From an optimization exercise on the open Yosys and OpenROAD flow, aimed at small area, a short achievable clock period and few clock cycles per item; shortcuts taken in it are not production practice. Where RTL was checked, it was by simulation tests only, not by an equivalence proof against the original. No functional check of the RTL was part of run 3. No activity file was given, so power comes from the tool's default toggle rates.

==> design/flow/design.v <==
`timescale 1ns / 1ps
`default_nettype none
module Final_p(quotient, remainder, done, rowk, columnk, equal, clk, rst);
output [15:0] quotient, remainder;
output done;
input equal, clk, rst;
input [3:0] rowk, columnk;
wire row_ok = (rowk == 4'd1) | (rowk == 4'd2) | (rowk == 4'd4) | (rowk == 4'd8);
wire col_ok = (columnk == 4'd1) | (columnk == 4'd2) | (columnk == 4'd4) | (columnk == 4'd8);
wire kv = row_ok & col_ok;
wire [3:0] d;
assign d[3] = rowk[3] | (rowk[2] & ~columnk[1]) | (rowk[1] & columnk[3]);
assign d[2] = rowk[3] | (rowk[1] & ~columnk[3]) | (rowk[0] & columnk[3]);
assign d[1] = ((rowk[3] | rowk[2]) & (columnk[3] | columnk[2])) |
              ((rowk[1] | rowk[0]) & (columnk[2] | columnk[1]));
assign d[0] = (rowk[3] & (columnk[3] | columnk[1])) | (rowk[2] & (columnk[3] | columnk[0])) |
              ((rowk[1] | rowk[0]) & (columnk[2] | columnk[0]));
reg prev_kv;
wire press = kv & ~prev_kv;
reg [2:0] cnt;		 
reg full;		 
reg [15:0] r;		 
reg [15:0] dv;		 
reg [15:0] q;		 
reg [4:0] p;		 
reg nz;			 
wire dnz = (d != 4'd0);
wire first = (cnt == 3'd4);
wire last = (cnt == 3'd7);
wire nzp = nz & ~first;					 
wire [3:0] nd = d[3] ? d : d[2] ? {d[2:0], 1'b0} : d[1] ? {d[1:0], 2'b0} : {d[0], 3'b0};
wire [2:0] pdec = ~cnt[2] ? 3'd1 : (nzp | d[3]) ? 3'd4 : d[2] ? 3'd3 : d[1] ? 3'd2 : 3'd1;
wire [4:0] pn = p - {2'b00, pdec};
reg [4:0] pa;
always @(*) begin
	case ({cnt[1:0], d[3], d[2], d[1]})
		5'b00100, 5'b00101, 5'b00110, 5'b00111: pa = 5'd12;
		5'b00010, 5'b00011: pa = 5'd11;
		5'b00001: pa = 5'd10;
		5'b00000: pa = 5'd9;
		5'b01100, 5'b01101, 5'b01110, 5'b01111: pa = 5'd8;
		5'b01010, 5'b01011: pa = 5'd7;
		5'b01001: pa = 5'd6;
		5'b01000: pa = 5'd5;
		5'b10100, 5'b10101, 5'b10110, 5'b10111: pa = 5'd4;
		5'b10010, 5'b10011: pa = 5'd3;
		5'b10001: pa = 5'd2;
		5'b10000: pa = 5'd1;
		5'b11100, 5'b11101, 5'b11110, 5'b11111: pa = 5'd0;
		5'b11010, 5'b11011: pa = 5'd31;
		5'b11001: pa = 5'd30;
		default: pa = 5'd29;
	endcase
end
wire [3:0] val = nzp ? d : nd;
wire [6:0] t = {3'b000, val} << p[1:0];
wire [4:0] nib;				 
assign nib[0] = (p[4:2] == 3'b111);
assign nib[1] = (p[4:2] == 3'b000);
assign nib[2] = (p[4:2] == 3'b001);
assign nib[3] = (p[4:2] == 3'b010);
assign nib[4] = (p[4:2] == 3'b011);
wire [15:0] placed;
genvar gi;
generate
	for (gi = 0; gi < 16; gi = gi + 1) begin : pl_bits
		if (gi % 4 == 3) begin : hi
			assign placed[gi] = nib[gi / 4 + 1] & t[3];
		end
		else begin : lo
			assign placed[gi] = (nib[gi / 4 + 1] & t[gi % 4]) | (nib[gi / 4] & t[gi % 4 + 4]);
		end
	end
endgenerate
wire run = ~((p[4:2] == 3'b011) | (p[4:2] == 3'b100) | (p[4:2] == 3'b101) | (p[4:2] == 3'b110));
wire step = full & run;
wire [16:0] diff = {1'b0, r} - {1'b0, dv};
wire ge = ~diff[16];
assign done = equal & full & ~run;
assign quotient = q;
assign remainder = r;
always @(posedge clk or posedge rst) begin
	if (rst) begin
		prev_kv <= 1'b0;
		cnt <= 3'd0;
		full <= 1'b0;
	end
	else begin
		prev_kv <= kv;
		if (press) begin
			cnt <= {cnt[2] ^ (cnt[1] & cnt[0]), cnt[1] ^ cnt[0], ~cnt[0]};
			full <= last;
		end
	end
end
always @(posedge clk) begin
	if (press & ~cnt[2])
		r <= {r[11:0], d};
	else if (step & ge)
		r <= diff[15:0];
	if ((press & cnt[2]) | step)
		dv <= cnt[2] ? ((first ? 16'd0 : dv) | placed) : {1'b0, dv[15:1]};
	if ((press & last) | step)
		q <= cnt[2] ? 16'd0 : {q[14:0], ge};
	if (press) begin
		if (~cnt[2]) begin
			if (cnt[1:0] == 2'd0)
				p <= dnz ? pa : 5'b11100;
			else if (~nz & dnz)
				p <= pa;
			nz <= (nz & (cnt[1:0] != 2'd0)) | dnz;
		end
		else begin
			nz <= nzp | dnz;
			if (nzp | dnz)
				p <= pn;
			else if (last)
				p <= 5'd11;		 
		end
	end
	else if (step)
		p <= pn;
end
endmodule
`default_nettype wire
==> design/flow/flow/run.sh <==
#!/bin/bash
# The standard layout (standard.sh), with these make settings changed:
#  - plain sky130_fd_sc_hd__buf_1 cells as the port buffers (every port still gets one);
#  - MATCH_CELL_FOOTPRINT=0: the resizer may swap a cell for any other of the
#    same function;
#  - CTS_ARGS: clock tree synthesis without dummy loads.
# Synthesis is the standard one.  The full make output goes to standard.log.
set -u
bash standard.sh finish \
  'BUFFER_PORTS_ARGS=-buffer_cell sky130_fd_sc_hd__buf_1' \
  MATCH_CELL_FOOTPRINT=0 \
  'CTS_ARGS=-sink_clustering_enable -repair_clock_nets -dont_use_dummy_load -buf_list sky130_fd_sc_hd__clkbuf_8 -sink_clustering_size 40 -sink_clustering_max_diameter 200' > standard.log 2>&1
==> design/flow/standard.sh <==
#!/bin/bash
# synth_recipe.tcl (not shown) runs the flow's synth.tcl, then flattens the netlist and writes it again
# the make line also repeats each setting of config.mk as NAME=value (left out here)
make -C /OpenROAD-flow-scripts/flow DESIGN_CONFIG=/design/flow/config.mk WORK_HOME=/design/flow/orfs CLKGATE_MAP_FILE= SYNTH_SCRIPT=/design/flow/synth_recipe.tcl "${@:-finish}"
==> design/flow/config.mk <==
export PLATFORM = sky130hd
export DESIGN_NAME = Final_p
export DESIGN_NICKNAME = Final_p
export VERILOG_FILES = /design/flow/design.v
export SDC_FILE = /design/flow/constraint.sdc
export NUM_CORES = 4
export LEC_CHECK = 0
export CAP_MARGIN = 20
export CORE_MARGIN = 2
export CORE_UTILIZATION = 65
export PLACE_DENSITY = 0.8
export SETUP_SLACK_MARGIN = 1.3
export SLEW_MARGIN = 20
export TNS_END_PERCENT = 10
==> design/flow/constraint.sdc <==
create_clock -name core_clock -period 4.0 [get_ports {clk}]
set_input_delay 0.8000 -clock core_clock [delete_from_list [all_inputs] [get_ports {clk}]]
set_output_delay 0.8000 -clock core_clock [all_outputs]
set_load 0.01 [all_outputs]
==> results of run 1 <==
==> kinds of logic (layout without fill, tap and decap cells) <==
kind of cell             count (synthesis)  count (layout)  synth area share, %
multiplexers                             9               9                 2.79
XOR/XNOR                                19              19                 4.08
AO/OA/AOI/OAI                          125             125                 19.1
buffers and inverters                   49              91                 5.36
AND/OR/NAND/NOR                        143             143                 17.3
flip-flops                              59              59                 42.8
adder cells (fa/ha/maj)                 27              27                 8.64
==> final timing paths <==
kind                            startpoint      end  cells after the start
worst min-delay path                   rst   cnt[2]                      2
max in group asynchronous              rst  prev_kv                      2
worst max-delay path                cnt[1]     p[4]                     13
min in group core_clock               q[3]     q[4]                      1
worst min register to register        q[3]     q[4]                      1
worst max register to register      cnt[1]     p[4]                     13
==> sequential cells by signal, summed over array words and instances, names as in the netlist <==
signal and count:
cnt 3, r 16, q 16, p 5, full 1, prev_kv 1, nz 1, dv 16
==> report_power, final <==
group | switching, mW | leakage (nW) | internal, mW
clock network | 0.213 | 0.0647 | 0.200
logic | 0.935 | 1.13 | 0.678
registers | 0.123 | 0.557 | 0.971
==> routing by layer <==
metal	track usage [%]	vias to the layer above	wire length [um]
met2	46.3	140	4690
li1	-	1635	-
met4	11.3	0	238
met1	33.6	1662	3980
met5	0	-	0
met3	3.68	21	500
==> cell usage in the layout (no fill, tap or decap), types with 3 or more instances in the layout <==
| cell | Yosys | layout |
|---|---|---|
| sky130_fd_sc_hd__a221oi_1 | 4 | 4 |
| sky130_fd_sc_hd__o22a_1 | 4 | 4 |
| sky130_fd_sc_hd__and3_1 | 4 | 3 |
| sky130_fd_sc_hd__clkbuf_8 | 0 | 9 |
| sky130_fd_sc_hd__buf_4 | 0 | 6 |
| sky130_fd_sc_hd__nand2_1 | 24 | 23 |
| sky130_fd_sc_hd__o21ai_0 | 36 | 35 |
| sky130_fd_sc_hd__o21ai_1 | 3 | 3 |
| sky130_fd_sc_hd__and2_1 | 7 | 7 |
| sky130_fd_sc_hd__nand2b_1 | 9 | 8 |
| sky130_fd_sc_hd__o2bb2ai_1 | 5 | 5 |
| sky130_fd_sc_hd__xnor2_1 | 10 | 10 |
| sky130_fd_sc_hd__nand2_2 | 2 | 3 |
| sky130_fd_sc_hd__xor2_1 | 9 | 9 |
| sky130_fd_sc_hd__edfxtp_1 | 54 | 54 |
| sky130_fd_sc_hd__nand3b_1 | 3 | 3 |
| sky130_fd_sc_hd__nor2_1 | 51 | 51 |
| sky130_fd_sc_hd__dfrtp_1 | 5 | 5 |
| sky130_fd_sc_hd__mux2_2 | 5 | 5 |
| sky130_fd_sc_hd__nor2b_1 | 16 | 16 |
| sky130_fd_sc_hd__nor3_1 | 6 | 6 |
| sky130_fd_sc_hd__nand3_1 | 12 | 12 |
| sky130_fd_sc_hd__o22ai_1 | 5 | 5 |
| sky130_fd_sc_hd__inv_1 | 29 | 28 |
| sky130_fd_sc_hd__a21o_1 | 6 | 6 |
| sky130_fd_sc_hd__o211ai_1 | 4 | 4 |
| sky130_fd_sc_hd__buf_1 | 1 | 42 |
| sky130_fd_sc_hd__a21oi_1 | 37 | 34 |
| sky130_fd_sc_hd__o221ai_1 | 5 | 5 |
| sky130_fd_sc_hd__ha_1 | 25 | 23 |
==> area by class of cell <==
| cell class | count | area [sq um] |
|---|---|---|
| timing repair buffer | 52 | 273 |
| multi-input combinational | 323 | 2190 |
| clock buffer | 9 | 124 |
| fill | 432 | 1450 |
| sequential | 59 | 1750 |
| tap | 75 | 93.8 |
| inverter | 30 | 113 |
==> worst register-to-register path: cells and delay by family, from the launching register on <==
family | cells | cell delay, ps
adders and majority gates | 3 | 750
xor gates and xnor gates | 1 | 160
AOI/OAI and AO/OA | 3 | 440
DFF | 1 | 350
buffers and inverters | 2 | 240
and+or+nand+nor | 4 | 460
==> repair_timing <==
action	CTS	global route
setup endpoints to repair	18	52
buffers inserted	3	1
pin swaps	1	4
gates cloned	0	1
resized for setup	7	11
==> per-stage QoR <==
step,power [mW],hold WS [ps],setup slack [ps]
2_1_floorplan,2.23,528,1290
3_3_place_gp,2.51,540,932
3_5_place_dp,2.57,549,874
4_1_cts,3.03,324,1260
5_1_grt,3.33,352,1170
6_report,3.12,323,1350
==> run summary, run 1 <==
The arrival time of data at the critical path endpoint came out at 2730 ps. The number of DRC violations after detailed routing is 0. The kind of cell adding the most delay to the critical path is adder cells. The number of enable flip-flop cells after synthesis came out at 54.

The commonest cells after synthesis are sky130_fd_sc_hd__edfxtp_1, sky130_fd_sc_hd__nor2_1, sky130_fd_sc_hd__a21oi_1, sky130_fd_sc_hd__o21ai_0, sky130_fd_sc_hd__inv_1. Power spread over the standard cell area amounts to 687 nW/um^2. The area growth from synthesis to layout is 11.2%.

The area of the mapped netlist is 4080 sq um. The number of different library cells in the post-synthesis netlist came out at 57. The number of pins with negative max-slew slack in the final report is 0.

The number of placed instances with taps included is 534. The initial antenna violation count is 0. The vertical die dimension is 83.3 um. The total of flip-flops plus latches after synthesis came out at 59. The Yosys warning count came out at 1. The part of the Yosys area used for sequential elements is 42.8%. The iteration-0 DRC count of the detailed router came out at 416. Clock-pin slew was measured on the worst setup and hold paths at 60 ps. The worst ir drop on vdd is 0.584 mV. After legalization and detailed placement, the total HPWL measured 6.68 mm. The via count of the first global-routing pass is 3,268. The number of antenna diodes is 0. The CTS tree is yes.

For the pin with the worst max-slew slack, the measured transition is 873 ps. Setup repair after global routing could not meet its margin everywhere. The flow ran to the end and the layout has no timing, DRC or antenna violations. The final setup violation count is 0. The tightest slew margin relative to the limit came out at 41.3%. The delay of the slowest critical-path stage came out at 350 ps.

The final critical path takes up 66.2% of the cycle. The overall overflow remaining after global route is 0. The placement-stage cell area is 4280 sq um. The required time at the worst-slack endpoint came out at 4090 ps. The total wire length is 9.41 mm. The worst setup path is of the reg2reg kind. The clock network latency to the later pin of the worst-skew pair is 340 ps. By instance count, the cell type seen most on the critical path is sky130_fd_sc_hd__ha_2. The standard-cell row count is 28.

The number of input and output port buffers inserted is 43. The root cell of the clock tree is sky130_fd_sc_hd__clkbuf_8. The congestion estimate from routability-driven global placement came to 0.887. The sum of negative setup slack came out at 0 ps.

The buffers plus inverters on the worst setup path came out at 2. The overall fraction of global-route tracks in use came out at 26.8%. The area share of the largest cell type after synthesis is 39.7%. The most frequent cell after synthesis is sky130_fd_sc_hd__edfxtp_1. The fraction of final layout cells with drive strength greater than 1 is 10.4%. The post-cts hold buffer count came out at 0. The final antenna-violating net count is 0.

The average instance in the mapped netlist occupies 9.47 sq um. The area of all placed cells without fillers is 4540 sq um. The clock tree skew after final layout came out at 20.1 ps. The async set-or-reset flop fraction in the synthesized netlist came out at 8.47%. The number of max-capacitance violations reported is 0. The deepest clock path buffer count is 2. The highest clock frequency the design can meet is 378 MHz. The number of nets in the layout is 513. Traced cell by cell, the critical path runs through inv_1 -> ha_2 -> buf_12 -> a21bo_2 -> and3_4 -> o21ai_0 -> nand2_1 -> ha_2 -> fa_2 -> nor2b_1 -> nor3_1 -> xor2_1 -> o2bb2ai_1.

The worst setup path is launched from a flop. The number of nets produced by synthesis is 469. The number of clock buffers inserted by TritonCTS is 9. The average wire per standard cell is 17.2 um. The die is 83.3 um wide.

Pin placement for this block handled 44 I/O pins. The mean number of vias per cell came out at 6.31. The core box area came out at 5990 sq um.

The die footprint came out at 6930 sq um. The detailed-router iteration count before antenna repair came out at 5. The clock period minus final worst setup slack is 2650 ps. The final cell count without fillers came out at 548. The clock net sink count is 59.

The most used flip-flop cell after synthesis is sky130_fd_sc_hd__edfxtp_1. Detailed routing inserted a total of 3,458 vias. The H-tree level count came out at 3. The first global-routing pass estimated 15.0 mm of wire. In the post-synthesis netlist, the biggest area contributors are sky130_fd_sc_hd__edfxtp_1, sky130_fd_sc_hd__ha_1, sky130_fd_sc_hd__nor2_1. The count of mapped cells out of synthesis is 431. The maximum fanout count along the critical path is 24.

The endpoint class of the critical path is a flop. The utilization after layout came out at 75.8%. The slowest cell on the critical path is sky130_fd_sc_hd__dfrtp_1. Summed over all instances, the cell type with the most area after synthesis is sky130_fd_sc_hd__edfxtp_1. The final hold violation count is 0.

The static leakage came out at 1.75 nW. The type of the worst min-delay path is in2async. The maximum number of pins on one net before global-route repair came out at 61. The initial standard-cell utilization of the core came out at 68.1%. The setup check on the worst reg-to-reg path leaves a slack of 1350 ps.
Testbench counts, summed over its fixed seeds: cycles 9,363, divisions 1,600.
==> inputs of run 2 (changes only) <==
--- a/design/flow/config.mk
+++ b/design/flow/config.mk
@@ -9,6 +9,5 @@
 export CORE_MARGIN = 2
 export CORE_UTILIZATION = 65
 export PLACE_DENSITY = 0.8
-export SETUP_SLACK_MARGIN = 1.3
+export SETUP_SLACK_MARGIN = 1.2
 export SLEW_MARGIN = 20
-export TNS_END_PERCENT = 10
==> run 2 against run 1 <==
- maximum frequency down 1.0%
- worst hold slack better by 12 ps
- clock skew up 4.7 ps
- sequential power barely moved
- utilization increased by 0.58 points
- via count fell by 0.26%
- design area is 0.77% higher
- synthesized area unchanged
- first-iteration DRC count fell by 16%
- clock-buffer cell count stayed put
- synthesized cell count stayed put
- flip-flop and latch count is the same
- critical endpoint unchanged
- largest power group unchanged
==> run summary, run 2 <==
The final antenna-violating net count came out at 0. The net switching fraction of the power came out at 40.7%. The clock tree skew after final layout came out at 24.9 ps.

The total wire length is 9.53 mm. Yosys instantiated no cell more often than sky130_fd_sc_hd__edfxtp_1. The x dimension of the die is 83.3 um. The worst setup path is launched from a flop. The largest registers in the layout are dv x16, q x16, r x16. The iteration-0 DRC count of the detailed router is 351. Leaving out fill and tap cells, the most frequent cells in the layout are sky130_fd_sc_hd__edfxtp_1, sky130_fd_sc_hd__nor2_1, sky130_fd_sc_hd__buf_1.

At the pin with the least slew margin, the transition time is 850 ps. The global-route wire length before repair came out at 15.1 mm. The static leakage came out at 1.78 nW. The sequential share of power came out at 34.4%. The predominant post-synthesis flop cell is sky130_fd_sc_hd__edfxtp_1. The post-cts hold buffer count is 0. The count of mapped cells out of synthesis came out at 431.

The mean instance size in the synthesized netlist came out at 9.47 sq um. STA classifies the critical path endpoint as a flop. The power dissipated by switching net loads is 1.29 mW. The half-perimeter wire length of the detailed placement result is 6.59 mm.

The slowest cell on the critical path is sky130_fd_sc_hd__fa_2. The number of antenna diodes is 0. For the worst setup path, the data required time is 4070 ps. The buffers plus inverters on the worst setup path is 2.

Data on the critical path arrives at its endpoint at 2740 ps. For this configuration, the core starts out at a cell density of 68.1%. The delay of the slowest critical-path stage is 370 ps. The core box area is 5990 sq um.

The floorplan has 28 rows. The overall fraction of global-route tracks in use is 27.3%. The detailed-router iteration count before antenna repair is 5.

Clock latency on the worst-skew pair, taken at its later pin, is 350 ps. The fraction of final layout cells with drive strength greater than 1 is 11.1%. The tightest slew margin relative to the limit is 42.8%. The maximum fanout count along the critical path is 12. The final setup violation count is 0. Clock-pin slew was measured on the worst setup and hold paths at 60 ps. IR analysis of the VDD net gives a maximum drop of 0.475 mV. The biggest area contributor in the post-synthesis netlist is sky130_fd_sc_hd__edfxtp_1.

The number of different library cells in the post-synthesis netlist is 57. The worst hold path belongs to the class in2async. The clock net sink count is 59. The most frequent cell on the critical path is sky130_fd_sc_hd__ha_4. The number of nets in the layout is 517. The I/O pin count is 44. Setup repair after global routing left no endpoint under its margin. The kind of critical path is reg2reg. The final hold violation count came to 0. For this run, design rule violations remaining after detail routing come to 0. The number of clock buffers inserted by TritonCTS is 9. The utilization after layout came out at 76.4%. In this run, the combinational gates consume 52.4% of the power. The total power density per cell area came out at 693 nW/um^2.

The via count came out at 3,449. The area of the mapped netlist is 4080 sq um. The initial antenna violation count is 0. Entering global routing, the biggest net connects 61 pins.

The via count of the first global-routing pass is 3,198. The sum of negative setup slack came out at 0 ps. The clock network accounts for 13.2% of the total power. The run finished with no timing, DRC or antenna violations.

The worst path needs 2670 ps of the cycle, external delays included. The cell sitting at the root of the clock tree is a sky130_fd_sc_hd__clkbuf_8. For this run, the number of Yosys warnings is 1. The total of flip-flops plus latches after synthesis came out at 59. After synthesis, the most frequently instantiated cells are sky130_fd_sc_hd__edfxtp_1, sky130_fd_sc_hd__nor2_1, sky130_fd_sc_hd__a21oi_1, sky130_fd_sc_hd__o21ai_0, sky130_fd_sc_hd__inv_1. After detailed routing, the average wire length per cell comes to 17.3 um. Walking the worst path, the cells encountered are inv_2 -> ha_4 -> buf_12 -> a21bo_4 -> and3_4 -> o21ai_1 -> nand2_1 -> ha_4 -> fa_2 -> nor2b_1 -> nor3_1 -> xor2_1 -> o2bb2ai_1. The deepest clock path buffer count is 2. The mean number of vias per cell came out at 6.25. The synthesis-to-finish area growth is 12.0%. The async set-or-reset flop fraction in the synthesized netlist is 8.47%. The die footprint came out at 6930 sq um. After global routing the overflow that remains totals 0. TritonCTS built the clock tree. The cell-internal power is 1.88 mW.

The H-tree level count is 3. In the final layout, flip-flops and latches occupy 1750 sq um. Sequential cells were found to cover 42.8% of the synthesized design area. The number of nets produced by synthesis is 469. After synthesis, the cell types taking the most area are sky130_fd_sc_hd__edfxtp_1, sky130_fd_sc_hd__ha_1, sky130_fd_sc_hd__nor2_1. The number of max-capacitance violations reported is 0. The most common cell after layout, fill and taps aside is sky130_fd_sc_hd__edfxtp_1.

The area taken by multi-input logic gates is 2190 sq um. In this design, the largest share of critical-path delay is due to adder cells. The vertical die dimension came out at 83.3 um. Counting the fill cells in the layout gives 449. The number of pins with negative max-slew slack in the final report was 0. Counting flops with a built-in enable in the synthesized netlist gives 54.

The final weighted congestion of routability-driven global placement came out at 0.860. Input and output buffers added on the ports amount to 43. The share of the cycle needed by the critical path after routing is 66.9%. Of the post-synthesis cell area, the dominant cell type holds 39.7%.

The highest clock frequency the design can meet is 374 MHz.
run 2: kinds of logic after synthesis:
family                   synth area share, %
flip-flops                              42.8
AO/OA/AOI/OAI                           19.1
multiplexers                            2.79
buffers and inverters                   5.36
adder cells (fa/ha/maj)                 8.64
AND/OR/NAND/NOR                         17.3
XOR/XNOR                                4.08
run 2: final timing paths:
kind | cells past startpoint | slack (ps) | from | to
max | 13 | 1330 | cnt[0] | p[4]
min | 2 | 340 | rst | cnt[1]
max reg2reg | 13 | 1330 | cnt[0] | p[4]
min reg2reg | 2 | 550 | dv[12] | dv[11]
max in group asynchronous | 2 | 3450 | rst | prev_kv
min in group core_clock | 2 | 550 | dv[12] | dv[11]
run 2: repair_timing:
action | in CTS | in global routing
cloned | 0 | 1
gates resized for setup | 6 | 18
buffers inserted | 4 | 4
endpoints found under the setup margin | 18 | 20
pin swaps | 1 | 3
run 2: metal layers:
layer / track usage (%) / wire length (um) / vias to the layer above
met5: 0 / 0 / -
met4: 11.8 / 225 / 0
met3: 5.57 / 597 / 23
met2: 43.4 / 4570 / 144
met1: 36.3 / 4130 / 1641
li1: - / - / 1641
run 2: through the flow:
stage          power [mW]  setup slack (ps)  hold slack [ps]  cells  instance area [sq um]
6_report             3.17              1330              335    552                   4570
5_1_grt              3.40              1180              351    552                   4570
4_1_cts              3.03              1210              336    547                   4450
3_5_place_dp         2.57               789              555    534                   4270
3_3_place_gp         2.51               864              542    534                   4270
2_1_floorplan        2.22              1240              528    431                   4090
run 2: power groups by stage:
stage | registers [mW] | logic [mW] | clock network (mW)
floorplan | 1.09 | 1.13 | 0
global placement | 1.10 | 1.41 | 0
detailed placement | 1.11 | 1.46 | 0
CTS | 1.09 | 1.52 | 0.415
global route | 1.12 | 1.84 | 0.447
finish | 1.09 | 1.66 | 0.417
run 2: layout make-up:
| type | count | area share [%] |
|---|---|---|
| sequential | 59 | 38.2 |
| tap | 75 | 2.05 |
| multi-input combinational | 323 | 47.9 |
| clock buffer | 9 | 2.71 |
| inverter | 30 | 2.46 |
| timing repair buffer | 56 | 6.67 |
==> inputs of run 3 (changes only) <==
--- a/design/flow/design.v
+++ b/design/flow/design.v
@@ -52,7 +52,7 @@
 		default: pa = 5'd29;
 	endcase
 end
-wire [3:0] val = nzp ? d : nd;
+wire [3:0] val = press ? (nzp ? d : nd) : 4'd0;
 wire [6:0] t = {3'b000, val} << p[1:0];
 wire [4:0] nib;				 
 assign nib[0] = (p[4:2] == 3'b111);
@@ -98,8 +98,10 @@
 		r <= {r[11:0], d};
 	else if (step & ge)
 		r <= diff[15:0];
-	if ((press & cnt[2]) | step)
-		dv <= cnt[2] ? ((first ? 16'd0 : dv) | placed) : {1'b0, dv[15:1]};
+	if (cnt[2])
+		dv <= ((press & first) ? 16'd0 : dv) | placed;
+	else
+		dv <= {1'b0, dv[15:1]};
 	if ((press & last) | step)
 		q <= cnt[2] ? 16'd0 : {q[14:0], ge};
 	if (press) begin
--- a/design/flow/config.mk
+++ b/design/flow/config.mk
@@ -9,5 +9,5 @@
 export CORE_MARGIN = 2
 export CORE_UTILIZATION = 65
 export PLACE_DENSITY = 0.8
-export SETUP_SLACK_MARGIN = 1.2
+export SETUP_SLACK_MARGIN = 1.25
 export SLEW_MARGIN = 20
==> run 3 against run 2 <==
- still clean on timing, DRC and antenna
- register-to-register slack got worse by 20 ps
- global-route usage increased by 3.4 points
- sequential share of layout area decreased by 4.0 points
- largest power group unchanged
==> run summary, run 3 <==
The run finished with no timing, DRC or antenna violations. The maximum number of pins on one net before global-route repair came out at 62. After the last flow step, the layout net total stands at 539. The clock period minus final worst setup slack is 2700 ps.

The final weighted congestion of routability-driven global placement is 0.906. Setup repair after global routing could not meet its margin everywhere. The area of the mapped netlist is 4010 sq um. The post-route netlist has 11.4% of its cells at a drive strength greater than 1.

The final hold violation count came out at 0. The area share of the largest cell type after synthesis is 28.5%. The initial standard-cell utilization of the core is 67.3%. The initial antenna violation count is 0. The overall fraction of global-route tracks in use is 30.7%. The half-perimeter wire length of the detailed placement result is 7.20 mm. The part of the Yosys area used for sequential elements is 39.6%. The maximum fanout count along the critical path is 19. The number of pins with negative max-slew slack in the final report came out at 0. The vertical die dimension came out at 82.5 um. The total of flip-flops plus latches after synthesis is 59. The async set-or-reset flop fraction in the synthesized netlist came out at 8.47%.

The core box area came out at 5960 sq um. The worst setup path is launched from a primary input. The worst ir drop on vdd is 0.552 mV.

For flop-to-flop paths, the worst setup slack is 1310 ps. The average instance in the mapped netlist occupies 8.85 sq um. The area of all placed cells without fillers is 4640 sq um. The most frequent cell after synthesis is sky130_fd_sc_hd__nand2_1. For this design, the CTS-stage hold fixing added 0 buffers. The final antenna-violating net count came out at 0.

The logic depth of the worst register-to-register path came out at 11. The required time at the worst-slack endpoint came out at 4050 ps. The utilization after layout came out at 77.9%. The total wire length came out at 10.3 mm. In this run the number of H-tree levels came out at 3. The placement-stage cell area came out at 4220 sq um. The clock tree skew after final layout is 17.9 ps. The endpoint identified for the worst register-to-register timing path is r[10]. The sum of negative setup slack is 0 ps.

The transition time at the pin with the least slew margin came out at 837 ps. TritonCTS created 9 clock buffers. The clock net sink count came out at 59. The detailed-router iteration count before antenna repair is 7.

The count of mapped cells out of synthesis is 453. The total power density per cell area is 737 nW/um^2. The synthesis-to-finish area growth came out at 15.8%.

Leaving out fill and tap cells, the most frequent cell in the layout is sky130_fd_sc_hd__nand2_1. After synthesis, the most frequently instantiated cells are sky130_fd_sc_hd__nand2_1, sky130_fd_sc_hd__edfxtp_1, sky130_fd_sc_hd__o21ai_0, sky130_fd_sc_hd__a21oi_1, sky130_fd_sc_hd__nor2_1. The met1 usage came out at 41.5%. The number of enable flip-flop cells after synthesis came out at 38.

After synthesis, the cell types taking the most area are sky130_fd_sc_hd__edfxtp_1, sky130_fd_sc_hd__dfxtp_1, sky130_fd_sc_hd__ha_1. The critical path is of the in2reg type. The clock network latency to the later pin of the worst-skew pair came out at 340 ps. The I/O pin count is 44.

Dividing the detail-routed via count by the number of cells gives 6.39. The via count is 3,670. The number of different library cells in the post-synthesis netlist came out at 60. The worst register-to-register path begins at r[0]. The via count of the first global-routing pass came out at 3,284.

The standard-cell row count is 28. The number of antenna diodes came out at 0. When the netlist entered floorplanning its net count stood at 491. The share of the cycle needed by the critical path after routing is 67.5%. The number of max-capacitance violations reported came out at 0. Prior to clock tree synthesis, the placed netlist has a worst setup slack of 571 ps. The setup slack after layout came out at 1300 ps.

In this run, the number of DRC markers left after iteration 0 of detailed routing was 358. In the layout the commonest cells are sky130_fd_sc_hd__nand2_1, sky130_fd_sc_hd__buf_1, sky130_fd_sc_hd__edfxtp_1. The global-route wire length before repair came out at 15.7 mm. The clock-pin slew reported for the worst setup and hold paths after clock tree synthesis came out at 60 ps. Static timing analysis puts the maximum clock frequency at 370 MHz. The x dimension of the die is 82.5 um.

The most area-hungry cell type in the Yosys netlist is sky130_fd_sc_hd__edfxtp_1. The Yosys warning count is 1. The overall overflow remaining after global route came out at 0. The number of DRC violations after detailed routing came out at 0. The met2 track demand over resource came out at 49.1%.

The largest registers in the layout are dv x16, q x16, r x16. The worst pin sits at a relative slew slack of 44.1%. The final setup violation count came out at 0. Among all flip-flop cells after synthesis, the most frequent one is sky130_fd_sc_hd__edfxtp_1. The deepest clock path buffer count is 2. TritonCTS built the clock tree.

The arrival time of data at the critical path endpoint came out at 2750 ps. The number of input and output port buffers inserted came out at 43. Global routing consumed, on the met3 layer, 4.35% of the routing resources. The average wire per standard cell came out at 17.9 um. The worst hold slack across all endpoints came out at 331 ps. The static leakage came out at 1.74 nW. Clock tree synthesis selected as its root buffer the cell sky130_fd_sc_hd__clkbuf_8.

After global routing, the most crowded layer is met2. The worst setup path is captured at a flop. The path class of the tightest hold or removal check is in2async.

The floorplan step defined a die boundary enclosing 6810 sq um.
-- run 3: changes by cell type after synthesis, moves of 7 or more --
cell and change:
sky130_fd_sc_hd__dfxtp_1 +16, sky130_fd_sc_hd__edfxtp_1 -16, sky130_fd_sc_hd__nand2_1 +27, sky130_fd_sc_hd__nand3_1 -7
sky130_fd_sc_hd__nor2_1 -19
-- run 3: cell type report --
| type | instances | area [sq um] |
|---|---|---|
| clock buffer | 9 | 124 |
| fill | 438 | 1310 |
| inverter | 32 | 123 |
| multi-input combinational | 342 | 2410 |
| sequential | 59 | 1590 |
| tap | 75 | 93.8 |
| timing repair buffer | 57 | 299 |
-- run 3: kinds of logic after synthesis --
kind of cell    after synthesis  synth area share [%]
xor+xnor                     18                  3.93
simple gates                156                  19.4
flops                        59                  39.6
fa+ha+maj                    27                  8.80
compound gates              141                  23.0
buf+inv                      52                  5.21
-- run 3: worst max path at each step --
| stage | startpoint | to | slack [ps] | cells past startpoint |
|---|---|---|---|---|
| after floorplan | rowk[1] | r[0] | 1230 | 9 |
| after global placement | columnk[3] | r[0] | 670 | 7 |
| after detailed placement | columnk[3] | r[0] | 570 | 7 |
| after CTS | r[0] | r[13] | 1260 | 11 |
| after global routing | rowk[3] | p[4] | 1150 | 11 |
| final | columnk[2] | r[10] | 1300 | 8 |
-- run 3: layer usage --
metal  share of wire [%]  wire length (um)  vias to the layer above
li1                    -                 -                     1753
met1                  44              4570                     1760
met2                  48              4900                      137
met3                 5.9               609                       20
met4                 1.9               191                        0
met5                   0                 0                        -
-- run 3: report_power, final --
part	internal (mW)	total (mW)	switching (mW)	leakage (nW)
combinational	0.813	1.91	1.10	1.13
sequential	0.944	1.10	0.153	0.544
clock	0.200	0.411	0.211	0.0647
-- run 3: critical path, cell delays in order --
cell	delay, ps
sky130_fd_sc_hd__buf_1	240
sky130_fd_sc_hd__xnor2_1	100
sky130_fd_sc_hd__or3_1	350
sky130_fd_sc_hd__a211o_4	450
sky130_fd_sc_hd__inv_4	200
sky130_fd_sc_hd__nand2_4	190
sky130_fd_sc_hd__o31ai_4	160
sky130_fd_sc_hd__clkbuf_16	240
-- run 3: metrics by stage --
| step | instances | total power [mW] |
|---|---|---|
| after CTS | 568 | 3.27 |
| after detailed placement | 555 | 2.78 |
| after global placement | 555 | 2.69 |
| after floorplan | 453 | 2.37 |
| after global routing | 574 | 3.68 |
| final | 574 | 3.42 |
-- run 3: timing repair --
action / CTS / global route
resized for setup: 15 / 26
pin swaps: 4 / 5
setup buffers: 3 / 6
gates cloned: 1 / 0
setup endpoints to repair: 65 / 57
==> inputs of run 4 (changes only) <==
--- a/design/flow/design.v
+++ b/design/flow/design.v
@@ -52,7 +52,7 @@
 		default: pa = 5'd29;
 	endcase
 end
-wire [3:0] val = press ? (nzp ? d : nd) : 4'd0;
+wire [3:0] val = nzp ? d : nd;
 wire [6:0] t = {3'b000, val} << p[1:0];
 wire [4:0] nib;				 
 assign nib[0] = (p[4:2] == 3'b111);
@@ -98,10 +98,8 @@
 		r <= {r[11:0], d};
 	else if (step & ge)
 		r <= diff[15:0];
-	if (cnt[2])
-		dv <= ((press & first) ? 16'd0 : dv) | placed;
-	else
-		dv <= {1'b0, dv[15:1]};
+	if ((press & cnt[2]) | step)
+		dv <= cnt[2] ? ((first ? 16'd0 : dv) | placed) : {1'b0, dv[15:1]};
 	if ((press & last) | step)
 		q <= cnt[2] ? 16'd0 : {q[14:0], ge};
 	if (press) begin
--- a/design/flow/flow/run.sh
+++ b/design/flow/flow/run.sh
@@ -9,4 +9,4 @@
 bash standard.sh finish \
   'BUFFER_PORTS_ARGS=-buffer_cell sky130_fd_sc_hd__buf_1' \
   MATCH_CELL_FOOTPRINT=0 \
-  'CTS_ARGS=-sink_clustering_enable -repair_clock_nets -dont_use_dummy_load -buf_list sky130_fd_sc_hd__clkbuf_8 -sink_clustering_size 40 -sink_clustering_max_diameter 200' > standard.log 2>&1
+  'CTS_ARGS=-sink_clustering_enable -repair_clock_nets -dont_use_dummy_load -buf_list sky130_fd_sc_hd__clkbuf_4 -sink_clustering_size 40 -sink_clustering_max_diameter 200' > standard.log 2>&1
--- a/design/flow/config.mk
+++ b/design/flow/config.mk
@@ -9,5 +9,6 @@
 export CORE_MARGIN = 2
 export CORE_UTILIZATION = 65
 export PLACE_DENSITY = 0.8
-export SETUP_SLACK_MARGIN = 1.25
+export SETUP_SLACK_MARGIN = 1.3
 export SLEW_MARGIN = 20
+export TNS_END_PERCENT = 10
==> run 4 against run 3 <==
- final cell count shrank 4.4%
- clock power shrank 26%
- worst hold slack lost 81 ps
- via count shrank 6.1%
- design area shrank 3.6%
- critical path type unchanged
- critical endpoint is now p[4]
- largest power group unchanged
- highest routed layer unchanged
==> run summary, run 4 <==
The final antenna-violating net count is 0. The most frequent cell after synthesis is sky130_fd_sc_hd__edfxtp_1. The tree built by TritonCTS fans out to 59 sinks.

The share of the cycle needed by the critical path after routing came out at 67.4%. The logic depth of the worst register-to-register path came out at 13. The worst ir drop on vdd is 0.521 mV. The path length in cells of the critical path is 11. The static leakage came out at 1.73 nW.

The tightest slew margin relative to the limit is 40.0%. After synthesis, the most frequently instantiated cells are sky130_fd_sc_hd__edfxtp_1, sky130_fd_sc_hd__nor2_1, sky130_fd_sc_hd__a21oi_1, sky130_fd_sc_hd__o21ai_0, sky130_fd_sc_hd__inv_1. The worst hold path belongs to the class in2async. The via count of the first global-routing pass came out at 3,247. The die covers 6930 sq um. The worst setup path is captured at a flop. In this design, the largest share of critical-path delay is due to adder cells.

The total of flip-flops plus latches after synthesis is 59. The finished layout holds 549 standard cells, fillers aside. The I/O pin count came out at 44. For this design, the slowest cell found on the critical path is sky130_fd_sc_hd__fa_2. The largest registers in the layout are dv x16, q x16, r x16. In this run the worst path has a maximum fanout of 7. The number of DRC violations after detailed routing is 0.

The first global-routing pass estimated 14.9 mm of wire. The clock network latency to the later pin of the worst-skew pair is 410 ps. Subtracting the final worst setup slack from the clock period gives 2700 ps. The part of the Yosys area used for sequential elements came out at 42.8%. The predominant post-synthesis flop cell is sky130_fd_sc_hd__edfxtp_1. The cell area that synthesis handed to floorplanning was 4080 sq um. The synthesis-to-finish area growth is 9.62%.

The final hold violation count came out at 0. The final setup violation count is 0. For this run, the share of the core covered by cells in the final layout is 74.7%.

The number of pins with negative max-slew slack in the final report is 0. The number of different library cells in the post-synthesis netlist is 57. The number of nets in the layout came out at 514. The arrival time of data at the critical path endpoint came out at 2850 ps. The fraction of final layout cells with drive strength greater than 1 came out at 10.3%. In this run the critical register-to-register path is launched from cnt[1]. The Yosys warning count is 1. In this run, synthesis inferred 54 flip-flops with an integrated enable.

The mean instance size in the synthesized netlist is 9.47 sq um. The library cell used most frequently in the layout, excluding fill and tap cells, is sky130_fd_sc_hd__edfxtp_1. The post-cts hold buffer count is 0. The half-perimeter wire length of the detailed placement result is 6.68 mm. The CTS tree is yes. Following the worst setup path forward leads to its endpoint at p[4]. The core box area is 5990 sq um. For this run, the top clock speed supported by timing is 371 MHz. The average wire per standard cell is 17.2 um. The clock tree skew after final layout is 33.1 ps. The transition time at the pin with the least slew margin is 892 ps. The tool flagged a number of max-cap violations equal to 0. The number of nets produced by synthesis came out at 469. Walking the worst path, the cells encountered are buf_1 -> mux2i_4 -> nand2_2 -> o21ai_0 -> nand2_1 -> ha_2 -> fa_2 -> nor2b_1 -> nor3_1 -> xor2_1 -> o2bb2ai_1. The initial antenna violation count is 0. The vertical die dimension came out at 83.3 um. The H-tree level count is 3. The buffers plus inverters on the worst setup path is 1. The required time at the worst-slack endpoint came out at 4150 ps. In the layout the commonest cells are sky130_fd_sc_hd__edfxtp_1, sky130_fd_sc_hd__nor2_1, sky130_fd_sc_hd__buf_1. The kind of critical path is in2reg. The overall power of the completed layout is 3.00 mW. The iteration-0 DRC count of the detailed router is 412. The final weighted congestion of routability-driven global placement is 0.887. In this run, placement finished with an instance count of 534.

The overall fraction of global-route tracks in use came out at 26.7%. Clock-pin slew was measured on the worst setup and hold paths at 100 ps. The number of antenna diodes came out at 0.

Counting the buffers created by CTS gives 9. After floorplanning, the core was divided into 28 placement rows. The sum of negative setup slack is 0 ps.

The delay of the slowest critical-path stage is 350 ps. Setup repair after global routing could not meet its margin everywhere. The area share of the largest cell type after synthesis came out at 39.7%.

The x dimension of the die is 83.3 um. The critical register-to-register path endpoint is p[4]. The flow ran to the end and the layout has no timing, DRC or antenna violations. The deepest clock path buffer count is 2. The biggest area contributor in the post-synthesis netlist is sky130_fd_sc_hd__edfxtp_1.

For this block, the routed nets add up to 9.42 mm of wire. CTS placed an instance of sky130_fd_sc_hd__clkbuf_4 at the clock tree root. After global routing the overflow that remains totals 0. Across all layers, the routed design uses 3,447 vias.

The origin of the worst setup path is columnk[3]. The initial standard-cell utilization of the core came out at 68.1%. The async set-or-reset flop fraction in the synthesized netlist came out at 8.47%. The maximum number of pins on one net before global-route repair is 61.

The number of input and output port buffers inserted is 43. The detailed-router iteration count before antenna repair came out at 5. Using the TritonRoute via totals, the vias-per-cell ratio works out to 6.28. The worst setup slack for register-to-register paths is 1300 ps. Yosys attributes the largest share of cell area to sky130_fd_sc_hd__edfxtp_1, sky130_fd_sc_hd__ha_1, sky130_fd_sc_hd__nor2_1. STA classifies the critical path startpoint as a primary input.

After technology mapping, the gate count stands at 431. The total power density per cell area came out at 669 nW/um^2.
## run 4: cell types whose count changed after synthesis, moves of 7 or more
cell,delta
sky130_fd_sc_hd__edfxtp_1,+16
sky130_fd_sc_hd__nand3_1,+7
sky130_fd_sc_hd__nand2_1,-27
sky130_fd_sc_hd__nor2_1,+19
sky130_fd_sc_hd__dfxtp_1,-16
## run 4: stage by stage
step	hold slack, ps	instance area [sq um]	setup slack (ps)
5_1_grt	272	4480	1120
3_5_place_dp	549	4280	874
2_1_floorplan	528	4100	1290
4_1_cts	248	4400	1260
6_report	251	4480	1300
3_3_place_gp	540	4280	932
## run 4: logic make-up after synthesis
group	synth area share (%)
muxes	2.79
and+or+nand+nor	17.3
adders and majority gates	8.64
buffers and inverters	5.36
DFF	42.8
xor gates and xnor gates	4.08
AOI/OAI and AO/OA	19.1
## run 4: how the worst min path moves through the flow
stage / slack, ps / end / cells past startpoint / start
floorplan: 530 / full / 2 / full
global placement: 540 / q[9] / 1 / q[8]
detailed placement: 550 / q[9] / 1 / q[8]
CTS: 250 / cnt[2] / 2 / rst
global route: 270 / cnt[2] / 2 / rst
finish: 250 / cnt[2] / 2 / rst
## run 4: final cells by class
class	instances	area, sq um
Tap cell	75	93.8
Inverter	30	113
Clock buffer	9	67.6
Fill cell	449	1520
Multi-Input combinational cell	323	2180
Sequential cell	59	1750
Timing Repair Buffer	53	274
## run 4: what timing repair did
action | in CTS | in global routing
hold endpoints to repair | 0 | 0
gates resized for setup | 5 | 11
gates cloned | 0 | 1
buffers inserted | 3 | 2
endpoints found under the setup margin | 18 | 55
pin swaps | 1 | 4
## run 4: where the power goes
part	leakage [nW]	internal, mW	switching [mW]	total (mW)
clock network	0.0414	0.104	0.200	0.304
logic	1.13	0.669	0.931	1.60
registers	0.557	0.969	0.122	1.09
## run 4: metal layers
metal / share of wire [%] / GRT usage (%) / up-vias
li1: - / - / 1640
met1: 42 / 34.2 / 1656
met2: 50 / 45.7 / 131
met3: 5.3 / 3.88 / 20
met4: 2.0 / 10.4 / 0
met5: 0 / 0 / -
Testbench counts of run 4, summed over its fixed seeds: cycles 9,363, divisions 1,600.
==> inputs of run 5 (changes only) <==
--- a/design/flow/config.mk
+++ b/design/flow/config.mk
@@ -9,6 +9,6 @@
 export CORE_MARGIN = 2
 export CORE_UTILIZATION = 65
 export PLACE_DENSITY = 0.8
-export SETUP_SLACK_MARGIN = 1.3
+export SETUP_SLACK_MARGIN = 1.4
 export SLEW_MARGIN = 20
 export TNS_END_PERCENT = 10
==> run 5 against run 4 <==
- still clean
- critical path depth unchanged
- synthesized area stayed put
- first-iteration DRC count shrank 16%
- clock power fell by 4%
- utilization rose by 2.0 points
- die area did not move
- maximum frequency grew 1.6%
- sequential power barely moved
- setup slack improved by 43 ps
- final cell count rose by 0.73%
- largest cell class unchanged
==> run summary, run 5 <==
The area share of the largest cell type after synthesis came out at 39.7%. The final antenna-violating net count is 0. The worst setup path is of the in2reg kind. From left edge to right edge, the die measures 83.3 um.

The overall fraction of global-route tracks in use came out at 26.7%. Global routing finished with a remaining overflow of 0. The async set-or-reset flop fraction in the synthesized netlist is 8.47%. The via count of the first global-routing pass is 3,144. The initial standard-cell utilization of the core came out at 68.1%. By area, the combinational part of the netlist is dominated by compound AO/OA/AOI/OAI gates. The longest clock path from root to sink contains 2 buffers. The mux contribution to synthesized area is 2.79%. The adder and majority gate portion of the synthesized area is 8.64%. The clock arrives with 50.5 ps of skew. The count of mapped cells out of synthesis is 431.

In the layout the commonest cells are sky130_fd_sc_hd__edfxtp_1, sky130_fd_sc_hd__nor2_1, sky130_fd_sc_hd__buf_1. The number of placed instances with taps included is 534. TritonCTS built the clock tree. For this run, the number of Yosys warnings is 1. The worst ir drop on vdd is 0.410 mV. The endpoint class of the critical path is a flop. The path length in cells of the critical path came out at 11. The filler cell count in the final layout is 426.

The total power density per cell area came out at 672 nW/um^2. The delay of the slowest critical-path stage came out at 350 ps. Relative to the synthesized area, the layout overhead comes to 12.5%. The final hold violation count is 0. The largest registers in the layout are dv x16, q x16, r x16.

At the end of routability-driven placement, the weighted congestion stood at 0.848. The core box area is 5990 sq um. Among all flip-flop cells after synthesis, the most frequent one is sky130_fd_sc_hd__edfxtp_1. Setup repair after global routing could not meet its margin everywhere. The flow ran to the end and the layout has no timing, DRC or antenna violations. In this run the core area contains 28 standard-cell rows. The part of the Yosys area used for sequential elements came out at 42.8%. The clock network latency to the later pin of the worst-skew pair is 420 ps. The worst hold slack across all endpoints came out at 260 ps.

The maximum fanout count along the critical path is 7. The clock period minus final worst setup slack came out at 2650 ps. After synthesis, the mean cell area works out to 9.47 sq um. The number of antenna diodes in the final layout is 0. The min-delay analysis places its worst path in the category in2async. The number of input and output port buffers inserted is 43. The area of the mapped netlist is 4080 sq um. Together, buffers and inverters on the worst path number 1. The number of different library cells in the post-synthesis netlist is 57. Walking the worst path, the cells encountered are buf_1 -> mux2i_4 -> nand2_2 -> o21ai_2 -> nand2_1 -> ha_2 -> fa_2 -> nor2b_1 -> nor3_1 -> xor2_1 -> o2bb2ai_1. The mean number of vias per cell came out at 6.17. The number of max-capacitance violations reported came out at 0.

The H-tree level count is 3. The most area-hungry cell type in the Yosys netlist is sky130_fd_sc_hd__edfxtp_1. The xor and xnor area share after synthesis came out at 4.08%. The type of element launching the critical path is a primary input. The number of enable flip-flop cells after synthesis is 54.

Summing the areas of all compound-gate instances in the mapped netlist gives 19.1% of the synthesized area. The number of nets produced by synthesis came out at 469. Ranked by instance count, the synthesized netlist is headed by sky130_fd_sc_hd__edfxtp_1, sky130_fd_sc_hd__nor2_1, sky130_fd_sc_hd__a21oi_1, sky130_fd_sc_hd__o21ai_0, sky130_fd_sc_hd__inv_1. The arrival time of data at the critical path endpoint is 2810 ps. The initial antenna violation count came out at 1. Setup violations remaining at the end of the flow were counted as 0. The sum of negative setup slack is 0 ps. The number of nets in the layout came out at 518. The global-route wire length before repair came out at 14.8 mm. The number of clock buffers inserted by TritonCTS is 9.

The tightest slew margin relative to the limit is 40.4%. For this block, the routed nets add up to 9.43 mm of wire. Broken down by cell family, the worst path's largest delay share belongs to adder cells. For this run, the detailed router's first-pass iteration total came to 5. The via count came out at 3,410. The clock-pin slew reported for the worst setup and hold paths after clock tree synthesis is 90 ps. The logic depth of the worst register-to-register path came out at 13. The number of pins with negative max-slew slack in the final report came out at 0. The root cell of the clock tree is sky130_fd_sc_hd__clkbuf_4. For this design, the slowest cell found on the critical path is sky130_fd_sc_hd__fa_2. The required time at the worst-slack endpoint is 4160 ps.

The I/O pin count is 44. The die footprint came out at 6930 sq um. The final cell count without fillers came out at 553. The post-cts hold buffer count came out at 0.

The clock net sink count came out at 59. The average wire per standard cell is 17.0 um. The total of flip-flops plus latches after synthesis came out at 59. At the pin with the least slew margin, the transition time is 886 ps.

The share of the cycle needed by the critical path after routing is 66.3%. The half-perimeter wire length of the detailed placement result is 6.39 mm. The most common cell after layout, fill and taps aside is sky130_fd_sc_hd__edfxtp_1. The iteration-0 DRC count of the detailed router came out at 347. From bottom edge to top edge, the die measures 83.3 um.

The most frequent cell after synthesis is sky130_fd_sc_hd__edfxtp_1. By area the synthesized netlist is led by sky130_fd_sc_hd__edfxtp_1, sky130_fd_sc_hd__ha_1, sky130_fd_sc_hd__nor2_1. The fraction of final layout cells with drive strength greater than 1 is 13.0%. The basic-gate share of the synthesized area counting and, or, nand and nor cells came out at 17.3%. The highest clock frequency the design can meet came out at 377 MHz. The number of DRC violations after detailed routing came out at 0. The maximum number of pins on one net before global-route repair is 61. The static leakage is 1.75 nW.
[run 5: cell counts after synthesis]
No cell type changed its count.
[run 5: path summary, 6_finish.rpt]
path / from / end / slack [ps]
worst max-delay path: columnk[3] / p[4] / 1350
worst min-delay path: rst / cnt[1] / 260
worst max register to register: cnt[0] / p[4] / 1350
worst min register to register: q[7] / q[8] / 550
max in group asynchronous: rst / full / 3560
min in group core_clock: q[7] / q[8] / 550
[run 5: timing repair]
action / 4_1_cts / 5_1_grt
pin swaps: 2 / 4
setup endpoints to repair: 49 / 79
setup buffers: 4 / 5
gates resized for setup: 9 / 19
cloned: 0 / 1
[run 5: through the flow]
| step | instance area [sq um] | util (%) | power, mW | setup WS, ps |
|---|---|---|---|---|
| 6_report | 4590 | 76.7 | 3.08 | 1350 |
| 5_1_grt | 4590 | 76.7 | 3.31 | 1210 |
| 4_1_cts | 4420 | 73.8 | 2.91 | 1350 |
| 3_5_place_dp | 4280 | 71.4 | 2.56 | 941 |
| 3_3_place_gp | 4280 | 71.4 | 2.51 | 1000 |
| 2_1_floorplan | 4100 | - | 2.23 | 1350 |
[run 5: layout make-up]
type                       instances  area (sq um)  area share (%)
inverter                          30           113            2.45
timing repair buffer              57           309            6.73
clock buffer                       9          67.6            1.47
multi-input combinational        323          2260            49.3
sequential                        59          1750            38.0
tap                               75          93.8            2.04
[run 5: power breakdown]
part / switching [mW] / leakage, nW / internal, mW
clock: 0.189 / 0.0414 / 0.104
combinational: 0.960 / 1.15 / 0.733
sequential: 0.128 / 0.557 / 0.970
[run 5: cell families (layout without fill, tap and decap cells)]
| kind of cell | after synthesis | count (layout) |
|---|---|---|
| xor+xnor | 19 | 19 |
| simple gates | 143 | 143 |
| fa+ha+maj | 27 | 27 |
| flops | 59 | 59 |
| buf+inv | 49 | 96 |
| mux | 9 | 9 |
| compound gates | 125 | 125 |
[run 5: per-layer routing]
| metal | up-vias | track usage [%] | routed length [um] |
|---|---|---|---|
| met5 | - | 0 | 35 |
| met4 | 2 | 7.45 | 159 |
| met3 | 17 | 6.76 | 582 |
| met2 | 136 | 43.3 | 4630 |
| met1 | 1604 | 35.6 | 4020 |
| li1 | 1651 | - | - |
==> inputs of run 6 (changes only) <==
--- a/design/flow/config.mk
+++ b/design/flow/config.mk
@@ -8,7 +8,7 @@
 export CAP_MARGIN = 20
 export CORE_MARGIN = 2
 export CORE_UTILIZATION = 65
+export GPL_ROUTABILITY_DRIVEN = 0
 export PLACE_DENSITY = 0.8
-export SETUP_SLACK_MARGIN = 1.4
+export SETUP_SLACK_MARGIN = 1.2
 export SLEW_MARGIN = 20
-export TNS_END_PERCENT = 10
==> run 6 against run 5 <==
- flip-flop and latch count stayed put
- clock-buffer cell count stayed put
- synthesized cell count stayed put
- clock skew is 12 ps lower
- worst hold slack better by 6.6 ps
- wire length is 0.40% lower
- largest cell class unchanged
- still clean
- first-iteration DRC count is 21% lower
- die area stayed put
==> run summary, run 6 <==
The number of max-capacitance violations reported is 0. STA puts the critical path data required time at 4110 ps. The half-perimeter wire length of the detailed placement result is 6.59 mm. The via count came out at 3,423. The mean instance size in the synthesized netlist came out at 9.47 sq um. For this run, the number of Yosys warnings is 1. The top cell types in the final layout, fill and taps aside, are sky130_fd_sc_hd__edfxtp_1, sky130_fd_sc_hd__nor2_1, sky130_fd_sc_hd__buf_1.

The sum of negative setup slack is 0 ps. The vertical die dimension is 83.3 um. Timing would allow up to 375 MHz.

The area share of the largest cell type after synthesis came out at 39.7%. The iteration-0 DRC count of the detailed router is 273. The area of all placed cells without fillers came out at 4510 sq um. The endpoint class of the critical path is a flop. The number of antenna diodes is 0. The commonest cells after synthesis are sky130_fd_sc_hd__edfxtp_1, sky130_fd_sc_hd__nor2_1, sky130_fd_sc_hd__a21oi_1, sky130_fd_sc_hd__o21ai_0, sky130_fd_sc_hd__inv_1. sky130_fd_sc_hd__edfxtp_1 takes more of the synthesized area than any other cell. The detailed-router iteration count before antenna repair is 5. The most used flip-flop cell after synthesis is sky130_fd_sc_hd__edfxtp_1. The I/O pin count is 44.

The run finished with no timing, DRC or antenna violations. The worst register-to-register path begins at cnt[0]. Counting flops and latches in the post-synthesis netlist gives 59. At the worst endpoint, the arrival time is 2770 ps. Compared with the post-synthesis result, the final layout area differs by 10.5%. The maximum number of pins on one net before global-route repair is 61. The deepest clock path buffer count came out at 2. The share of the cycle needed by the critical path after routing is 66.7%. The maximum fanout count along the critical path came out at 12.

At the end of the flow, the number of nets in the layout was 516. The tightest slew margin relative to the limit is 43.1%. TritonCTS built the clock tree. The most common cell after layout, fill and taps aside is sky130_fd_sc_hd__edfxtp_1. The static leakage came out at 1.74 nW. During placement, the flow inserted port buffers numbering 43.

After detailed routing, the number of remaining DRC violations is 0. The placement-stage cell area is 4270 sq um. The count of mapped cells out of synthesis came out at 431. The worst setup slack for register-to-register paths came out at 1330 ps. The initial standard-cell utilization of the core came out at 68.1%. The final antenna-violating net count is 0. The worst ir drop on vdd is 0.399 mV. STA classifies the critical path startpoint as a flop.

The global-route wire length before repair is 14.9 mm. The finished layout holds 551 standard cells, fillers aside. The logic depth of the worst register-to-register path is 13. After clock tree synthesis, the clock-pin slew on the worst setup and hold paths is 100 ps.

The number of different library cells in the post-synthesis netlist is 57. The root cell of the clock tree is sky130_fd_sc_hd__clkbuf_4. Of all flip-flops after synthesis, the portion carrying an async set or reset was 8.47%. The via count of the first global-routing pass was 3,138. By instance count, the leading cell after synthesis is sky130_fd_sc_hd__edfxtp_1. The final setup violation count is 0. The total wire length came out at 9.39 mm.

The clock tree synthesis step divided the H-tree into 3 levels. The number of nets produced by synthesis came out at 469. The clock network latency to the later pin of the worst-skew pair is 410 ps.

The number of pins with negative max-slew slack in the final report was 0. The average wire per standard cell came out at 17.0 um. The core box area is 5990 sq um. The standard-cell row count came out at 28. In this run, post-CTS hold repair placed 0 buffers.

The initial antenna violation count was 0. Clock tree synthesis inserted a total of 9 buffers. The overall overflow remaining after global route came out at 0.

Setup repair after global routing left no endpoint under its margin. The final hold violation count was 0. The die footprint came out at 6930 sq um. The largest registers in the layout are dv x16, q x16, r x16. By area the synthesized netlist is led by sky130_fd_sc_hd__edfxtp_1, sky130_fd_sc_hd__ha_1, sky130_fd_sc_hd__nor2_1. The number of enable flip-flop cells after synthesis is 54.

In this run the power density over the cells is 675 nW/um^2. The clock period minus final worst setup slack came out at 2670 ps. The overall fraction of global-route tracks in use is 26.9%.

The type of the worst min-delay path is in2async. The x dimension of the die is 83.3 um. The kind of critical path is reg2reg. For this design, the sink count on the clock tree is 59.

The number of placed instances with taps included came out at 534. The fraction of final layout cells with drive strength greater than 1 is 10.5%. The mean number of vias per cell is 6.21. The transition time at the pin with the least slew margin is 846 ps.

The critical register-to-register path endpoint is p[4]. The part of the Yosys area used for sequential elements is 42.8%. Summing every instance area after synthesis gives 4080 sq um. The clock tree skew after final layout came out at 38.8 ps.
-- run 6: cell counts after synthesis --
No cell type changed its count.
-- run 6: kinds of logic after synthesis --
logic type | share of synthesized area, %
adder cells (fa/ha/maj) | 8.64
XOR/XNOR | 4.08
multiplexers | 2.79
flip-flops | 42.8
AO/OA/AOI/OAI | 19.1
AND/OR/NAND/NOR | 17.3
buffers and inverters | 5.36
-- run 6: cell type report --
class	count	area, sq um
multi-input combinational	323	2190
sequential	59	1750
fill	463	1480
timing repair buffer	55	295
inverter	30	113
tap	75	93.8
clock buffer	9	67.6
-- run 6: worst max-delay path, cell delays in order (launching register included) --
cell and delay [ps]:
sky130_fd_sc_hd__dfrtp_1 370, sky130_fd_sc_hd__inv_2 70, sky130_fd_sc_hd__ha_4 170, sky130_fd_sc_hd__buf_12 140
sky130_fd_sc_hd__a21bo_4 220, sky130_fd_sc_hd__and3_4 210, sky130_fd_sc_hd__o21ai_2 50, sky130_fd_sc_hd__nand2_1 100
sky130_fd_sc_hd__ha_4 220, sky130_fd_sc_hd__fa_2 370, sky130_fd_sc_hd__nor2b_1 120, sky130_fd_sc_hd__nor3_1 60
sky130_fd_sc_hd__xor2_1 150, sky130_fd_sc_hd__o2bb2ai_1 140
-- run 6: through the flow --
step                total power, mW  util, %  setup WS [ps]  hold slack, ps
finish                         3.05     75.3           1330             267
global route                   3.28     75.3           1170             257
CTS                            2.92     73.5           1210             249
detailed placement             2.57     71.2            789             555
global placement               2.51     71.2            864             542
floorplan                      2.22        -           1240             528
-- run 6: layer usage --
metal | part of all wire [%] | global-route usage, %
met1 | 44 | 36.6
met2 | 49 | 42.7
met3 | 6.0 | 4.97
met4 | 1.8 | 11.0
met5 | 0 | 0
-- run 6: worst max path at each step --
stage,end,slack [ps],cells after the start,startpoint
6_report,p[4],1330,13,cnt[0]
5_1_grt,r[2],1170,11,r[0]
4_1_cts,r[1],1210,9,r[5]
3_5_place_dp,p[4],790,11,columnk[3]
3_3_place_gp,p[4],860,11,columnk[3]
2_1_floorplan,p[4],1240,11,columnk[3]
-- run 6: power breakdown --
part / internal, mW / switching, mW / leakage, nW
clock network: 0.104 / 0.200 / 0.0414
logic: 0.701 / 0.952 / 1.15
registers: 0.970 / 0.119 / 0.557
total: 1.77 / 1.27 / 1.74
-- run 6: what timing repair did --
| item | 4_1_cts | 5_1_grt |
|---|---|---|
| endpoints found under the setup margin | 18 | 20 |
| pin swaps | 1 | 2 |
| setup buffers | 4 | 3 |
| endpoints found under the hold margin | 0 | 0 |
| gates resized for setup | 7 | 14 |
| cloned | 0 | 1 |
==> inputs of run 7 (changes only) <==
--- a/design/flow/config.mk
+++ b/design/flow/config.mk
@@ -8,7 +8,6 @@
 export CAP_MARGIN = 20
 export CORE_MARGIN = 2
 export CORE_UTILIZATION = 65
-export GPL_ROUTABILITY_DRIVEN = 0
 export PLACE_DENSITY = 0.8
 export SETUP_SLACK_MARGIN = 1.2
 export SLEW_MARGIN = 20
==> run 7 against run 6 <==
- clock power hardly changed
- register-to-register slack hardly changed
- final cell count stayed put
- maximum frequency stayed put
- setup slack stayed put
- synthesized cell count stayed put
- synthesized area stayed put
- non-clock buffer count stayed put
- largest power group unchanged
- global-route usage stayed put
==> run summary, run 7 <==
The highest clock frequency the design can meet came out at 375 MHz. Setup repair after global routing left no endpoint under its margin. By area the synthesized netlist is led by sky130_fd_sc_hd__edfxtp_1, sky130_fd_sc_hd__ha_1, sky130_fd_sc_hd__nor2_1.

The overall overflow remaining after global route is 0. The mean number of vias per cell came out at 6.21. After synthesis, the largest area contributor takes up 39.7% of total cell area. The number of clock buffers inserted by TritonCTS came out at 9. Port buffering added 43 buffers. The most used flip-flop cell after synthesis is sky130_fd_sc_hd__edfxtp_1. On the worst path, the slowest cell contributes a delay of 370 ps. The fraction of final layout cells with drive strength greater than 1 is 10.5%. At the end of routability-driven placement, the weighted congestion stood at 0.860. Summing all non-filler instances in the final layout gives an area of 4510 sq um. The H-tree level count came out at 3.

The required time at the worst-slack endpoint came out at 4110 ps. The area taken by multi-input logic gates is 2190 sq um. The share of the cycle needed by the critical path after routing is 66.7%. The part of the Yosys area used for sequential elements is 42.8%. Once the floorplan was initialized, standard cells occupied 68.1% of the core. The type of the worst min-delay path is in2async. The kind of critical path is reg2reg. For this design, the slowest cell found on the critical path is sky130_fd_sc_hd__dfrtp_1. The maximum fanout count along the critical path came out at 12.

The setup slack after layout came out at 1330 ps. The detailed router used layers up to and including met4. The worst pin sits at a relative slew slack of 43.1%. The wire length on met1 is 4.10 mm. The Yosys warning count came out at 1. The via count is 3,423. The average wire per standard cell came out at 17.0 um. At the later pin of the worst-skew pair, clock insertion delay measures 410 ps. TritonCTS built the clock tree. The overall power of the completed layout is 3.05 mW. The count of mapped cells out of synthesis came out at 431. In this run the clock root is driven by a sky130_fd_sc_hd__clkbuf_4. Following the worst setup path forward leads to its endpoint at p[4]. The x dimension of the die came out at 83.3 um. The number of placed instances with taps included came out at 534.

Counting cells, the worst reg-to-reg path comes to 13. The mapped netlist covers 4080 sq um. The clock-pin slew reported for the worst setup and hold paths after clock tree synthesis came out at 100 ps. The final hold violation count came out at 0. Traced cell by cell, the critical path runs through inv_2 -> ha_4 -> buf_12 -> a21bo_4 -> and3_4 -> o21ai_2 -> nand2_1 -> ha_4 -> fa_2 -> nor2b_1 -> nor3_1 -> xor2_1 -> o2bb2ai_1. For the pin with the worst max-slew slack, the measured transition is 846 ps. Setup total negative slack on the finished layout was measured at 0 ps. The most frequent cell on the critical path is sky130_fd_sc_hd__ha_4. The flow ran to the end and the layout has no timing, DRC or antenna violations. The standard-cell row count is 28. The deepest clock path buffer count came out at 2. The arrival time of data at the critical path endpoint came out at 2770 ps. The largest registers in the layout are dv x16, q x16, r x16. The die footprint is 6930 sq um. The number of DRC violations after detailed routing came out at 0. The number of antenna diodes came out at 0. Summed over all instances, the cell type with the most area after synthesis is sky130_fd_sc_hd__edfxtp_1. Registers take 1750 sq um.

The number of nets in the layout came out at 516. The final antenna-violating net count is 0. The worst register-to-register path ends at p[4]. Entering global routing, the biggest net connects 61 pins. The clock net sink count came out at 59. The synthesis-to-finish area growth came out at 10.5%.

The worst register-to-register path begins at cnt[0]. The number of enable flip-flop cells after synthesis came out at 54. The type of element launching the critical path is a flop. The routed design uses 4.56 mm of met2 wire. The post-placement setup slack came out at 789 ps.

The total power density per cell area came out at 675 nW/um^2. The worst setup slack for register-to-register paths came out at 1330 ps. The mean instance size in the synthesized netlist came out at 9.47 sq um. The first global-routing pass estimated 14.9 mm of wire.

Together, buffers and inverters on the worst path number 2. The I/O pin count came out at 44. The core box area came out at 5990 sq um. The final cell count without fillers came out at 551.

Buffers inserted to repair hold after CTS numbered 0. sky130_fd_sc_hd__edfxtp_1 is the most common cell in the netlist. The static leakage came out at 1.74 nW. The worst-case IR drop observed on VDD is 0.399 mV.

Yosys mapped the design onto 57 distinct sky130hd cell types. Synthesis inferred 59 register bits. By count the netlist is led by sky130_fd_sc_hd__edfxtp_1, sky130_fd_sc_hd__nor2_1, sky130_fd_sc_hd__a21oi_1, sky130_fd_sc_hd__o21ai_0, sky130_fd_sc_hd__inv_1. The utilization after layout came out at 75.3%. The filler cell count in the final layout is 463.

The routed design has 9.39 mm of wire. Setup violations remaining at the end of the flow were counted as 0. The number of max-capacitance violations reported came out at 0.

The overall fraction of global-route tracks in use came out at 26.9%. The kind of cell adding the most delay to the critical path is adder cells. The number of pins with negative max-slew slack in the final report is 0.

The clock tree skew after final layout is 38.8 ps. The via count of the first global-routing pass came out at 3,138. The worst hold slack across all endpoints came out at 267 ps. The initial antenna violation count is 0. The half-perimeter wire length of the detailed placement result is 6.59 mm.

The iteration-0 DRC count of the detailed router is 273. The number of nets produced by synthesis is 469. The most common cell after layout, fill and taps aside is sky130_fd_sc_hd__edfxtp_1. The detailed-router iteration count before antenna repair came out at 5. The met3 wire length came out at 559 um. Of all flip-flops after synthesis, the portion carrying an async set or reset was 8.47%. STA classifies the critical path endpoint as a flop.

The placement-stage cell area is 4270 sq um. The vertical die dimension came out at 83.3 um. In the layout the commonest cells are sky130_fd_sc_hd__edfxtp_1, sky130_fd_sc_hd__nor2_1, sky130_fd_sc_hd__buf_1.

The clock period minus final worst setup slack is 2670 ps. Tracing the worst setup path back leads to its startpoint at cnt[0]. The path length in cells of the critical path is 13.
## run 7: cell counts after synthesis
Identical to the previous run, type by type.
## run 7: area by class of cell
type | count | share of cell area, %
clock buffers | 9 | 1.50
inverters | 30 | 2.50
multi-input cells | 323 | 48.6
flip-flops and latches | 59 | 38.7
well taps | 75 | 2.08
repair buffers | 55 | 6.55
## run 7: kinds of logic after synthesis
| family | after synthesis | synth area share (%) |
|---|---|---|
| AOI/OAI and AO/OA | 125 | 19.1 |
| DFF | 59 | 42.8 |
| buffers and inverters | 49 | 5.36 |
| adders and majority gates | 27 | 8.64 |
| and+or+nand+nor | 143 | 17.3 |
| muxes | 9 | 2.79 |
| xor gates and xnor gates | 19 | 4.08 |
## run 7: power by group
part	total, mW	internal, mW	switching [mW]
Combinational	1.65	0.701	0.952
Clock	0.304	0.104	0.200
Sequential	1.09	0.970	0.119
## run 7: worst min path at each step
stage,start,endpoint,slack [ps],cells past startpoint
global placement,q[12],q[13],540,1
detailed placement,q[9],q[10],560,1
finish,rst,cnt[1],270,2
global route,rst,cnt[1],260,2
floorplan,full,full,530,2
CTS,rst,cnt[1],250,2
## run 7: per-layer routing
| metal | track usage, % | up-vias |
|---|---|---|
| met4 | 11.0 | 0 |
| met1 | 36.6 | 1625 |
| met2 | 42.7 | 135 |
| met3 | 4.97 | 19 |
| li1 | - | 1644 |
| met5 | 0 | - |
## run 7: worst register-to-register path, cell delays in order (launching register included)
cell and delay (ps):
sky130_fd_sc_hd__dfrtp_1 370, sky130_fd_sc_hd__inv_2 70, sky130_fd_sc_hd__ha_4 170, sky130_fd_sc_hd__buf_12 140
sky130_fd_sc_hd__a21bo_4 230, sky130_fd_sc_hd__and3_4 210, sky130_fd_sc_hd__o21ai_2 60, sky130_fd_sc_hd__nand2_1 100
sky130_fd_sc_hd__ha_4 220, sky130_fd_sc_hd__fa_2 370, sky130_fd_sc_hd__nor2b_1 120, sky130_fd_sc_hd__nor3_1 60
sky130_fd_sc_hd__xor2_1 150, sky130_fd_sc_hd__o2bb2ai_1 140
## run 7: what timing repair did
| action | 4_1_cts | 5_1_grt |
|---|---|---|
| pin swaps | 1 | 2 |
| setup endpoints to repair | 18 | 20 |
| gates cloned | 0 | 1 |
| setup buffers | 4 | 3 |
| gates resized for setup | 7 | 14 |

-- afterwards: timing with drivers on the ports --
In the flow no input, the clock included, has a driving cell. The finished layouts below were timed again as built, in two steps.
Step 1 assumes that a clkbuf_16 drives the clock port and a buf_2 every other input.
Step 2 also shifts input and output timing later by t, the mid clock arrival at the registers, as if the neighbouring blocks saw the same clock.
a / b / c = no drivers / after step 1 / after step 2; a / b = the first two.
run | shift t [ns] | setup WS [ns] | cell pins on the clock port's net
run 1 | 0.363 | 1.352 / 1.352 / 1.013 | 1
run 2 | 0.365 | 1.325 / 1.325 / 1.014 | 1
run 3 | 0.362 | 1.299 / 1.307 / 0.945 | 1
run 4 | 0.423 | 1.304 / 1.305 / 0.887 | 1
run 5 | 0.419 | 1.347 / 1.354 / 0.934 | 1
run 6 | 0.420 | 1.333 / 1.333 / 0.957 | 1
run 7 | 0.420 | 1.333 / 1.333 / 0.957 | 1
After both steps setup and hold are still met in every run listed. The setup slack of run 4, which loses most, moves by +0.001 ns with the drivers and by -0.417 ns with both steps.
